What follows belongs to an exercise in optimizing a design on an open flow for small area and a short achievable clock period; a production flow would make more cautious choices.
RTL that was checked went through simulation tests only; none was proved equivalent to the original.
The RTL of run 1 was laid out without a check of its function.
Power is estimated from default activity; no workload was simulated.

==> flow/design.v, too long to show whole: its modules and the start of the top module <==
// module csa_fa: 7 lines
// module g_xor2: 3 lines
// module g_xnor2: 3 lines
// module g_maj3: 3 lines
// module g_or2: 3 lines
// module csa_ffa: 9 lines
// module csa_han: 7 lines
// module mini_cnn: 987 lines
module mini_cnn (
    input         clk,
    input         reset,
    input  [7:0]  pxl_in,
    input  [7:0]  k00, k01, k02,
    input  [7:0]  k10, k11, k12,
    input  [7:0]  k20, k21, k22,
    input  [15:0] w0, w1, w2, w3,
    input  [15:0] bias,
    output [15:0] pool_out,
    output [15:0] fc_out,
    output reg    out_valid
);
  // ...
==> flow/flow/run.sh <==
#!/bin/bash
# Standard ORFS layout, except that the port buffers are the smallest buffer
# (buf_1) instead of the resizer's default choice.
set -uo pipefail
bash standard.sh synth > synth.log 2>&1 || exit 1
bash standard.sh "BUFFER_PORTS_ARGS=-buffer_cell sky130_fd_sc_hd__buf_1" finish > layout.log 2>&1 || exit 1
==> flow/standard.sh <==
#!/bin/bash
# synth_recipe.tcl (not shown) runs the flow's synth.tcl, then flattens the netlist and writes it again
# the make line also repeats each setting of config.mk as NAME=value (left out here)
make -C /OpenROAD-flow-scripts/flow DESIGN_CONFIG=/design/flow/config.mk WORK_HOME=/design/flow/orfs CLKGATE_MAP_FILE= SYNTH_SCRIPT=/design/flow/synth_recipe.tcl "${@:-finish}"
==> flow/config.mk <==
export PLATFORM = sky130hd
export DESIGN_NAME = mini_cnn
export DESIGN_NICKNAME = mini_cnn
export VERILOG_FILES = /design/flow/design.v
export SDC_FILE = /design/flow/constraint.sdc
export NUM_CORES = 4
export LEC_CHECK = 0
export CAP_MARGIN = 50
export CORE_MARGIN = 2
export CORE_UTILIZATION = 65
export CTS_BUF_LIST = sky130_fd_sc_hd__clkbuf_8 sky130_fd_sc_hd__clkbuf_16
export CTS_CLUSTER_DIAMETER = 60
export CTS_CLUSTER_SIZE = 30
export SLEW_MARGIN = 70
export SYNTH_HIERARCHICAL = 1
export SYNTH_MINIMUM_KEEP_SIZE = 0
==> flow/constraint.sdc <==
create_clock -name core_clock -period 13.0 [get_ports {clk}]
set_input_delay 2.6000 -clock core_clock [delete_from_list [all_inputs] [get_ports {clk}]]
set_output_delay 2.6000 -clock core_clock [all_outputs]
set_load 0.01 [all_outputs]
==> metrics.md, run 1 <==
| Metric | Value |
|---|---|
| Number of nets in the final layout | 2188 |
| End of the worst register-to-register path | nacc_s[7]$_DFF_P_ |
| Highest clock rate | 265 MHz |
| # H-tree levels | 1 |
| M1 wire length | 17.3 mm |
| Switching fraction of total power | 42.5% |
| Via density | 5.91 |
| All-layer global routing usage | 30.9% |
| Clock skew | 0.0316 ns |
| Detailed-route via count | 12700 |
| Status | complete, no violations |
| Top layer reached by signal wires | met4 |
| Pin count of the biggest net entering global routing | 33 |
| Number of antenna diodes | 3 |
| Worst vdd rail ir drop | 0.183 mV |
| Startpoint of the most critical hold path | sr[19][6]$_DFF_P_ |
| Pins Over Slew Limit | 0 |
| Critical path type | reg -> out |
| Hold Fails Final Rpt | 0 |
| Register name with the most flops | sr |
| Aggregate global routing overflow | 0 |
| Total of buffers placed on input and output ports | 193 |
| Kind of start point of the critical path | flop |
| Latest clock arrival within the worst-skew pair | 0.58 ns |
| Area of all placed cells without fillers | 0.0198 mm² |
| Wire length on met3 | 3.70 mm |
| Fraction of area in registers | 33.3% |
| Cts repair resizes | 0 |
| Global routing met2 resource utilization | 53.4% |
| Critical path, cell by cell | buf_1 |
| Number of buffers added by the clock tree synthesis step | 27 |
| Number of stages on the worst hold path | 0 |
| Max Root-Sink Buffers | 3 |
| Effective utilization at floorplan | 65.8% |
==> run 2: changes to the inputs <==
--- a/flow/design.v
+++ b/flow/design.v
@@ -343,21 +343,21 @@
     csa_fa u_cb3 (pp0_0_6, pp0_1_5, pp0_2_4, cb3, cb4);
     wire cb5, cb6;
     csa_fa u_cb5 (pp0_3_3, pp0_4_2, pp0_5_1, cb5, cb6);
     wire cb7, cb8;
     csa_han u_cb7 (pp0_6_0, pp1_0_6, cb7, cb8);
     wire cb9, cb10;
     csa_fa u_cb9 (pp0_0_7, pp0_1_6, pp0_2_5, cb9, cb10);
     wire cb11, cb12;
-    csa_fa u_cb11 (pp0_3_4, pp0_4_3, pp0_5_2, cb11, cb12);
+    csa_ffa u_cb11 (pp0_3_4, pp0_4_3, pp0_5_2, cb11, cb12);
     wire cb13, cb14;
-    csa_fa u_cb13 (pp0_6_1, pp0_7_0, pp1_0_7, cb13, cb14);
+    csa_ffa u_cb13 (pp0_6_1, pp0_7_0, pp1_0_7, cb13, cb14);
     wire cb15, cb16;
-    csa_fa u_cb15 (pp1_1_6, pp1_2_5, pp1_3_4, cb15, cb16);
+    csa_ffa u_cb15 (pp1_1_6, pp1_2_5, pp1_3_4, cb15, cb16);
     wire cb17, cb18;
     csa_fa u_cb17 (pp1_4_3, pp1_5_2, pp1_6_1, cb17, cb18);
     wire cb19, cb20;
     csa_fa u_cb19 (pp0_1_7, pp0_2_6, pp0_3_5, cb19, cb20);
     wire cb21, cb22;
     csa_fa u_cb21 (pp0_4_4, pp0_5_3, pp0_6_2, cb21, cb22);
     wire cb23, cb24;
     csa_fa u_cb23 (pp0_7_1, pp1_1_7, pp1_2_6, cb23, cb24);
@@ -417,19 +417,19 @@
     csa_fa u_cb77 (cb11, cb13, cb15, cb77, cb78);
     wire cb79, cb80;
     csa_fa u_cb79 (pp2_1_7, pp2_2_6, pp2_3_5, cb79, cb80);
     wire cb81, cb82;
     csa_fa u_cb81 (pp2_4_4, pp2_5_3, pp2_6_2, cb81, cb82);
     wire cb83, cb84;
     csa_fa u_cb83 (pp2_7_1, as8, ac8, cb83, cb84);
     wire cb85, cb86;
-    csa_fa u_cb85 (cb27, cb10, cb12, cb85, cb86);
+    csa_ffa u_cb85 (cb27, cb10, cb12, cb85, cb86);
     wire cb87, cb88;
-    csa_fa u_cb87 (cb14, cb16, cb18, cb87, cb88);
+    csa_ffa u_cb87 (cb14, cb16, cb18, cb87, cb88);
     wire cb89, cb90;
     csa_fa u_cb89 (cb19, cb21, cb23, cb89, cb90);
     wire cb91, cb92;
     csa_fa u_cb91 (pp1_5_4, pp1_6_3, pp1_7_2, cb91, cb92);
     wire cb93, cb94;
     csa_fa u_cb93 (pp2_2_7, pp2_3_6, pp2_4_5, cb93, cb94);
     wire cb95, cb96;
     csa_fa u_cb95 (pp2_5_4, pp2_6_3, pp2_7_2, cb95, cb96);
@@ -495,41 +495,41 @@
     csa_fa u_cb155 (cb63, cb3, cb5, cb155, cb156);
     wire cb157, cb158;
     csa_fa u_cb157 (cb56, cb58, cb60, cb157, cb158);
     wire cb159, cb160;
     csa_fa u_cb159 (cb62, cb64, cb67, cb159, cb160);
     wire cb161, cb162;
     csa_fa u_cb161 (cb69, cb71, cb17, cb161, cb162);
     wire cb163, cb164;
-    csa_fa u_cb163 (cb73, cb66, cb75, cb163, cb164);
+    csa_ffa u_cb163 (cb73, cb66, cb75, cb163, cb164);
     wire cb165, cb166;
     csa_fa u_cb165 (cb68, cb70, cb72, cb165, cb166);
     wire cb167, cb168;
     csa_fa u_cb167 (cb79, cb81, cb83, cb167, cb168);
     wire cb169, cb170;
     csa_ffa u_cb169 (cb25, cb74, cb85, cb169, cb170);
     wire cb171, cb172;
     csa_ffa u_cb171 (cb87, cb76, cb78, cb171, cb172);
     wire cb173, cb174;
     csa_fa u_cb173 (cb80, cb82, cb84, cb173, cb174);
     wire cb175, cb176;
     csa_fa u_cb175 (cb91, cb93, cb95, cb175, cb176);
     wire cb177, cb178;
     csa_fa u_cb177 (cb33, cb97, cb86, cb177, cb178);
     wire cb179, cb180;
-    csa_fa u_cb179 (cb88, cb99, cb90, cb179, cb180);
+    csa_ffa u_cb179 (cb88, cb99, cb90, cb179, cb180);
     wire cb181, cb182;
     csa_fa u_cb181 (cb34, cb92, cb94, cb181, cb182);
     wire cb183, cb184;
     csa_fa u_cb183 (cb96, cb103, cb105, cb183, cb184);
     wire cb185, cb186;
     csa_fa u_cb185 (cb107, cb109, cb111, cb185, cb186);
     wire cb187, cb188;
-    csa_fa u_cb187 (cb98, cb100, cb113, cb187, cb188);
+    csa_ffa u_cb187 (cb98, cb100, cb113, cb187, cb188);
     wire cb189, cb190;
     csa_fa u_cb189 (as11, ac11, cb36, cb189, cb190);
     wire cb191, cb192;
     csa_fa u_cb191 (cb104, cb106, cb108, cb191, cb192);
     wire cb193, cb194;
     csa_fa u_cb193 (cb110, cb112, cb115, cb193, cb194);
     wire cb195, cb196;
     csa_fa u_cb195 (cb117, cb119, cb121, cb195, cb196);
@@ -567,19 +567,19 @@
     csa_fa u_cb227 (cb134, cb136, cb138, cb227, cb228);
     wire cb229, cb230;
     csa_fa u_cb229 (cb141, cb51, cb140, cb229, cb230);
     wire cb231, cb232;
     csa_ffa u_cb231 (cb143, cb145, cb147, cb231, cb232);
     wire cb233, cb234;
     csa_fa u_cb233 (cb142, cb65, cb144, cb233, cb234);
     wire cb235, cb236;
-    csa_fa u_cb235 (cb146, cb149, cb151, cb235, cb236);
+    csa_ffa u_cb235 (cb146, cb149, cb151, cb235, cb236);
     wire cb237, cb238;
-    csa_fa u_cb237 (cb148, cb153, cb155, cb237, cb238);
+    csa_ffa u_cb237 (cb148, cb153, cb155, cb237, cb238);
     wire cb239, cb240;
     csa_fa u_cb239 (cb150, cb157, cb159, cb239, cb240);
     wire cb241, cb242;
     csa_fa u_cb241 (cb152, cb154, cb156, cb241, cb242);
     wire cb243, cb244;
     csa_ffa u_cb243 (cb161, cb77, cb163, cb243, cb244);
     wire cb245, cb246;
     csa_fa u_cb245 (cb158, cb165, cb160, cb245, cb246);
@@ -603,17 +603,17 @@
     csa_fa u_cb263 (cb189, cb114, cb182, cb263, cb264);
     wire cb265, cb266;
     csa_fa u_cb265 (cb191, cb193, cb184, cb265, cb266);
     wire cb267, cb268;
     csa_ffa u_cb267 (cb186, cb195, cb188, cb267, cb268);
     wire cb269, cb270;
     csa_fa u_cb269 (cb197, cb199, cb123, cb269, cb270);
     wire cb271, cb272;
-    csa_fa u_cb271 (cb201, cb190, cb192, cb271, cb272);
+    csa_ffa u_cb271 (cb201, cb190, cb192, cb271, cb272);
     wire cb273, cb274;
     csa_fa u_cb273 (cb203, cb194, cb196, cb273, cb274);
     wire cb275, cb276;
     csa_fa u_cb275 (as13, ac13, cb124, cb275, cb276);
     wire cb277, cb278;
     csa_fa u_cb277 (cb198, cb200, cb205, cb277, cb278);
     wire cb279, cb280;
     csa_fa u_cb279 (cb207, cb202, cb204, cb279, cb280);
@@ -647,23 +647,23 @@
     csa_fa u_cb307 (cb228, cb230, cb233, cb307, cb308);
     wire cb309, cb310;
     csa_fa u_cb309 (cb235, cb232, cb237, cb309, cb310);
     wire cb311, cb312;
     csa_ffa u_cb311 (cb234, cb236, cb239, cb311, cb312);
     wire cb313, cb314;
     csa_fa u_cb313 (cb241, cb238, cb243, cb313, cb314);
     wire cb315, cb316;
-    csa_fa u_cb315 (cb240, cb242, cb245, cb315, cb316);
+    csa_ffa u_cb315 (cb240, cb242, cb245, cb315, cb316);
     wire cb317, cb318;
     csa_fa u_cb317 (cb247, cb244, cb249, cb317, cb318);
     wire cb319, cb320;
-    csa_fa u_cb319 (cb246, cb251, cb248, cb319, cb320);
+    csa_ffa u_cb319 (cb246, cb251, cb248, cb319, cb320);
     wire cb321, cb322;
-    csa_fa u_cb321 (cb253, cb250, cb255, cb321, cb322);
+    csa_ffa u_cb321 (cb253, cb250, cb255, cb321, cb322);
     wire cb323, cb324;
     csa_ffa u_cb323 (cb252, cb257, cb259, cb323, cb324);
     wire cb325, cb326;
     csa_fa u_cb325 (cb254, cb256, cb261, cb325, cb326);
     wire cb327, cb328;
     csa_ffa u_cb327 (cb263, cb258, cb265, cb327, cb328);
     wire cb329, cb330;
     csa_ffa u_cb329 (cb260, cb267, cb262, cb329, cb330);
@@ -689,33 +689,33 @@
     csa_fa u_cb349 (cb290, cb288, cb291, cb349, cb350);
     wire cb351, cb352;
     csa_fa u_cb351 (cb292, cb295, cb294, cb351, cb352);
     wire cb353, cb354;
     csa_fa u_cb353 (cb296, cb299, cb298, cb353, cb354);
     wire cb355, cb356;
     csa_fa u_cb355 (cb300, cb303, cb302, cb355, cb356);
     wire cb357, cb358;
-    csa_fa u_cb357 (cb304, cb307, cb306, cb357, cb358);
+    csa_ffa u_cb357 (cb304, cb307, cb306, cb357, cb358);
     wire cb359, cb360;
     csa_ffa u_cb359 (cb308, cb311, cb310, cb359, cb360);
     wire cb361, cb362;
     csa_ffa u_cb361 (cb312, cb315, cb314, cb361, cb362);
     wire cb363, cb364;
     csa_ffa u_cb363 (cb316, cb319, cb318, cb363, cb364);
     wire cb365, cb366;
     csa_ffa u_cb365 (cb320, cb323, cb322, cb365, cb366);
     wire cb367, cb368;
     csa_ffa u_cb367 (cb327, cb324, cb329, cb367, cb368);
     wire cb369, cb370;
     csa_ffa u_cb369 (cb331, cb328, cb333, cb369, cb370);
     wire cb371, cb372;
-    csa_fa u_cb371 (cb335, cb332, cb337, cb371, cb372);
+    csa_ffa u_cb371 (cb335, cb332, cb337, cb371, cb372);
     wire cb373, cb374;
-    csa_fa u_cb373 (cb339, cb336, cb341, cb373, cb374);
+    csa_ffa u_cb373 (cb339, cb336, cb341, cb373, cb374);
     wire cb375, cb376;
     csa_fa u_cb375 (cb343, cb284, cb340, cb375, cb376);
     wire cb377, cb378;
     csa_han u_cb377 (ac0, cb345, cb377, cb378);
     wire cb379, cb380;
     csa_fa u_cb379 (cb346, cb209, cb347, cb379, cb380);
     wire cb381, cb382;
     csa_fa u_cb381 (cb349, cb348, cb293, cb381, cb382);
@@ -737,17 +737,17 @@
     csa_ffa u_cb397 (cb325, cb365, cb364, cb397, cb398);
     wire cb399, cb400;
     csa_ffa u_cb399 (cb326, cb367, cb366, cb399, cb400);
     wire cb401, cb402;
     csa_ffa u_cb401 (cb330, cb369, cb368, cb401, cb402);
     wire cb403, cb404;
     csa_ffa u_cb403 (cb334, cb371, cb370, cb403, cb404);
     wire cb405, cb406;
-    csa_fa u_cb405 (cb338, cb373, cb372, cb405, cb406);
+    csa_ffa u_cb405 (cb338, cb373, cb372, cb405, cb406);
     wire cb407, cb408;
     csa_fa u_cb407 (cb375, cb342, cb374, cb407, cb408);
     wire [15:0] nb_s = {cb407, cb405, cb403, cb401, cb399, cb397, cb395, cb393, cb391, cb389, cb387, cb385, cb383, cb381, cb379, cb377};
     wire [15:0] nb_c = {cb406, cb404, cb402, cb400, cb398, cb396, cb394, cb392, cb390, cb388, cb386, cb384, cb382, cb380, cb378, cb285};
     always @(posedge clk) begin
         nacc_s <= nb_s;
         nacc_c <= nb_c;
     end
@@ -809,16 +809,17 @@
         grp_first0 <= (ph == 5'd13) | (ph == 5'd0);
         grp_first1 <= (ph == 5'd13) | (ph == 5'd0) | (ph == 5'd12);
     end
     wire m_first = (ph == 5'd14) | (ph == 5'd1);
     wire m_en = (ph == 5'd14) | (ph == 5'd17) | (ph == 5'd20) | (ph == 5'd23) | (ph == 5'd1) | (ph == 5'd4) | (ph == 5'd7) | (ph == 5'd10);
     reg [15:0] bias_r;
     reg [15:0] acc_fc;
     reg [14:0] m;
+    wire m_take = m_first | (m_en & (dsh[14:0] > m));    
     wire [15:0] fbase = {grp_first1 ? bias_r[15:8] : acc_fc[15:8], grp_first0 ? bias_r[7:0] : acc_fc[7:0]};
     wire fb0 = ~fbase[0];
     wire fb1 = ~fbase[1];
     wire fb2 = ~fbase[2];
     wire fb3 = ~fbase[3];
     wire fb4 = ~fbase[4];
     wire fb5 = ~fbase[5];
     wire fb6 = ~fbase[6];
@@ -1011,13 +1012,13 @@
     wire cf107, cf108;
     csa_ffa u_cf107 (cf44, cf76, cf77, cf107, cf108);
     wire cf109, cf110;
     csa_ffa u_cf109 (cf51, cf78, cf79, cf109, cf110);
     wire [15:0] nf = ~({cf109, cf107, cf105, cf103, cf101, cf99, cf97, cf95, cf93, cf91, cf89, cf87, cf85, cf83, cf81, fp0_0} + {cf108, cf106, cf104, cf102, cf100, cf98, cf96, cf94, cf92, cf90, cf88, cf86, cf84, cf82, fb1, fb0} + 16'd1);
     always @(posedge clk) begin
         bias_r <= bias;
         acc_fc <= nf;
-        if (m_first | (m_en & (dsh[14:0] > m))) m <= dsh[14:0];
+        m <= ({15{m_take}} & dsh[14:0]) | ({15{~m_take}} & m);
     end
     assign pool_out = {1'b0, m};
     assign fc_out = acc_fc;
 endmodule
==> run 2 against run 1 <==
- still clean
- first-iteration DRC count rose by 38%
- die area rose by 0.50%
- global-route usage fell by 0.98 points
- count of clock-buffer cells in the layout fell by 1
- critical path type unchanged
- largest cell class unchanged
- highest routed layer unchanged
==> metrics.md, run 2 <==
| Metric | Value |
|---|---|
| Placed cell count | 2139 (was 2102) |
| Hold Fails Final Rpt | 0 (unchanged) |
| Syn_nets | 2057 (was 2040) |
| Cts repair resizes | 0 (unchanged) |
| Starting DRC count in detailed routing | 1129 (was 817) |
| Synth warn | 8 (unchanged) |
| Final weighted congestion of routability-driven global placement | 0.927 (was 0.934) |
| Area after detailed placement | 0.0188 mm² (was 0.0187 mm²) |
| Status | complete, no violations (unchanged) |
| Register name with the most flops | sr (unchanged) |
| Data arrival time of the worst path | 1.14 ns (was 1.17 ns) |
| RSZ-0062 raised after global routing | no (unchanged) |
| Post-Syn Area | 0.0177 mm² (was 0.0176 mm²) |
| Clock skew | 0.0291 ns (was 0.0316 ns) |
| Crit Path Max Fanout | 2 (unchanged) |
| Height of the die | 169 µm (about the same) |
| Avg WL per Cell | 19.5 µm (was 20.1 µm) |
| Critical path's largest stage delay | 0.42 ns (was 0.45 ns) |
| Width of the chip | 169 µm (about the same) |
| Power density normalized to cell area | 279 mW/mm² (was 278 mW/mm²) |
| Worst vdd rail ir drop | 0.160 mV (was 0.183 mV) |
| M1 wire length | 17.7 mm (was 17.3 mm) |
| Part of the cycle the worst path needs | 28.8% (was 29.0%) |
| Count of mapped cells out of synthesis | 1677 (was 1642) |
| Number of nets in the final layout | 2205 (was 2188) |
| Via density | 5.87 (was 5.91) |
| Wire length on met3 | 3.28 mm (was 3.70 mm) |
| Total of buffers placed on input and output ports | 193 (unchanged) |
| Most frequent cells in the layout | sky130_fd_sc_hd__nand2_1, sky130_fd_sc_hd__dfxtp_1, sky130_fd_sc_hd__buf_1 (unchanged) |
| Pin count of the biggest net entering global routing | 33 (unchanged) |
| Flip-flop count of the largest register after layout | 160 (unchanged) |
| Wire length of the first global-routing pass | 67.0 mm (was 68.6 mm) |
| HPWL after detailed placement | 33.1 mm (about the same) |
| Critical path type | reg -> out (unchanged) |
| Post-CTS Hold Fix Bufs | 0 (unchanged) |
| All-layer global routing usage | 29.9% (was 30.9%) |
| Kind of end point of the critical path | output port (unchanged) |
| Antenna violations before repair | 2 (was 3) |
| Final critical path time including I/O delays and setup | 3.74 ns (was 3.77 ns) |
| Post-synthesis average cell area | 10.6 µm² (was 10.7 µm²) |
| Detailed-route via count | 12800 (was 12700) |
| Detailed-routing iteration count for the pre-antenna-repair pass | 5 (unchanged) |
| Pins Over Slew Limit | 0 (unchanged) |
| Post-Layout Cell Count | 2188 (was 2154) |
| Leakage | 7.47 nW (about the same) |
| Core ar. | 0.0269 mm² (was 0.0268 mm²) |
| I/O Pins | 195 (unchanged) |
| Dpl ws | 9.23 ns (was 9.27 ns) |
| Aggregate global routing overflow | 0 (unchanged) |
| Proportion of layout cells with a drive suffix above 1 | 12.1% (was 12.2%) |
| Max Root-Sink Buffers | 3 (unchanged) |
| Number of placement rows | 60 (unchanged) |
| Type of the tightest min-delay check | reg -> reg (unchanged) |
| Via count of the first global-routing pass | 13000 (about the same) |
| Final-layout setup total negative slack | 0 ns (unchanged) |
| Number of design rule violations left after detail routing | 0 (unchanged) |
| Top layer reached by signal wires | met4 (unchanged) |
| WL final | 42.6 mm (was 43.3 mm) |
| Die Outline Area | 0.0286 mm² (was 0.0285 mm²) |
| Kind of start point of the critical path | flop (unchanged) |
| Least setup slack across all paths after layout | 9.26 ns (was 9.23 ns) |
| Max-cap violations | 0 (unchanged) |
| Post-CTS repair timing setup buffer count | 0 (unchanged) |
| # H-tree levels | 1 (unchanged) |
| Clock edge transition at the registers on the reported setup and hold paths | 0.10 ns (about the same) |
| Metal2 WL | 20.1 mm (was 21.2 mm) |
| Highest clock rate | 268 MHz (was 265 MHz) |
| Effective utilization at floorplan | 66.0% (was 65.8%) |
| TritonCTS sink count | 319 (unchanged) |
| Area of all placed cells without fillers | 0.0198 mm² (about the same) |
| Category of cells accounting for the largest share of critical-path delay | flip-flops (unchanged) |
| Cell at the root of the clock tree | sky130_fd_sc_hd__clkbuf_16 (unchanged) |
| Critical path, cell by cell | buf_1 (unchanged) |
| Fill count | 1970 (was 1891) |
| Area Growth Syn to Fin | 11.7% (was 12.4%) |
| Number of buffer and inverter stages on the critical path | 1 (unchanged) |
| CTS tree | built (unchanged) |
| Count of final setup violators | 0 (unchanged) |
| Most common cell after layout, fill and taps aside | sky130_fd_sc_hd__nand2_1 (unchanged) |
| Number of buffers added by the clock tree synthesis step | 25 (was 27) |
| ANT nets after route | 0 (unchanged) |
| Required time at the worst-slack endpoint | 10.40 ns (about the same) |
| Cell with the biggest individual delay on the critical path | sky130_fd_sc_hd__edfxtp_1 (unchanged) |
| Latest clock arrival within the worst-skew pair | 0.57 ns (was 0.58 ns) |
## run 2: final cells by class
cell class,instances,area (µm²),share of cell area (%)
Antenna cell,3,7.51,0.0379
Clock buffer,26,639,3.23
Clock inverter,20,360,1.82
Inverter,52,195,0.985
Multi-Input combinational cell,1216,10700,54.2
Sequential cell,319,6610,33.4
Tap cell,341,427,2.15
Timing Repair Buffer,211,835,4.21
## run 2: layer usage
layer	global-route usage, %	vias up
met1	38.8	6180
met3	4.97	114
met2	50.7	610
met5	0	-
li1	-	5942
met4	11.0	0
## run 2: through the flow
step	total power, mW	hold WS (ns)	utilization (%)
after global routing	5.99	0.310	73.7
after detailed placement	4.66	0.312	69.9
after CTS	5.55	0.319	73.6
final	5.52	0.314	73.7
after global placement	4.52	0.310	69.3
after floorplan	4.00	0.310	-
## run 2: path summary, 6_finish.rpt
kind                                       start                 end  slack (ns)  cells after the start
max in group asynchronous                  reset     ph[4]$_DFF_PP1_       10.81                      2
worst max-delay path                        flop        pool_out[10]        9.26                      1
worst min-delay path            sr[1][5]$_DFF_P_    sr[2][5]$_DFF_P_        0.31                      0
worst max register to register    pa0[1]$_DFF_P_  nacc_c[11]$_DFF_P_        9.39                      7
worst min register to register  sr[1][5]$_DFF_P_    sr[2][5]$_DFF_P_        0.31                      0
min in group asynchronous                  reset     ph[1]$_DFF_PP0_        1.93                      2
## run 2: power breakdown
group | switching [mW] | internal, mW
Combinational | 1.76 | 1.56
Sequential | 0.127 | 1.20
Clock | 0.458 | 0.417

[static timing again, ports no longer ideal]
The flow's constraints put no driver on any port. The routed layouts listed below were extracted and timed again, unchanged, in two steps.
Step 1 assumes that a clkbuf_16 drives the clock port and a buf_2 every other input.
Step 2, shift: input delay + t, output delay - t, t = (earliest + latest rising clock arrival at the registers) / 2. This alone moves slack from input paths to output paths.
Slacks: ideal ports / drivers / drivers and shift; pairs: ideal ports / drivers.
run	shift t [ns]	setup slack, ns	slew at the worst register clock pin (ns)	worst slew at a driven data input, ns	pins driven straight from the clock port
run 1	0.614	9.226 / 9.174 / 9.247	0.10 / 0.10	0.10	1
run 2	0.603	9.262 / 9.212 / 9.230	0.10 / 0.10	0.09	1
After both steps setup and hold are still met in every run listed. For run 2, which loses most, drivers alone change the setup slack by -0.050 ns; drivers and shift together by -0.032 ns.
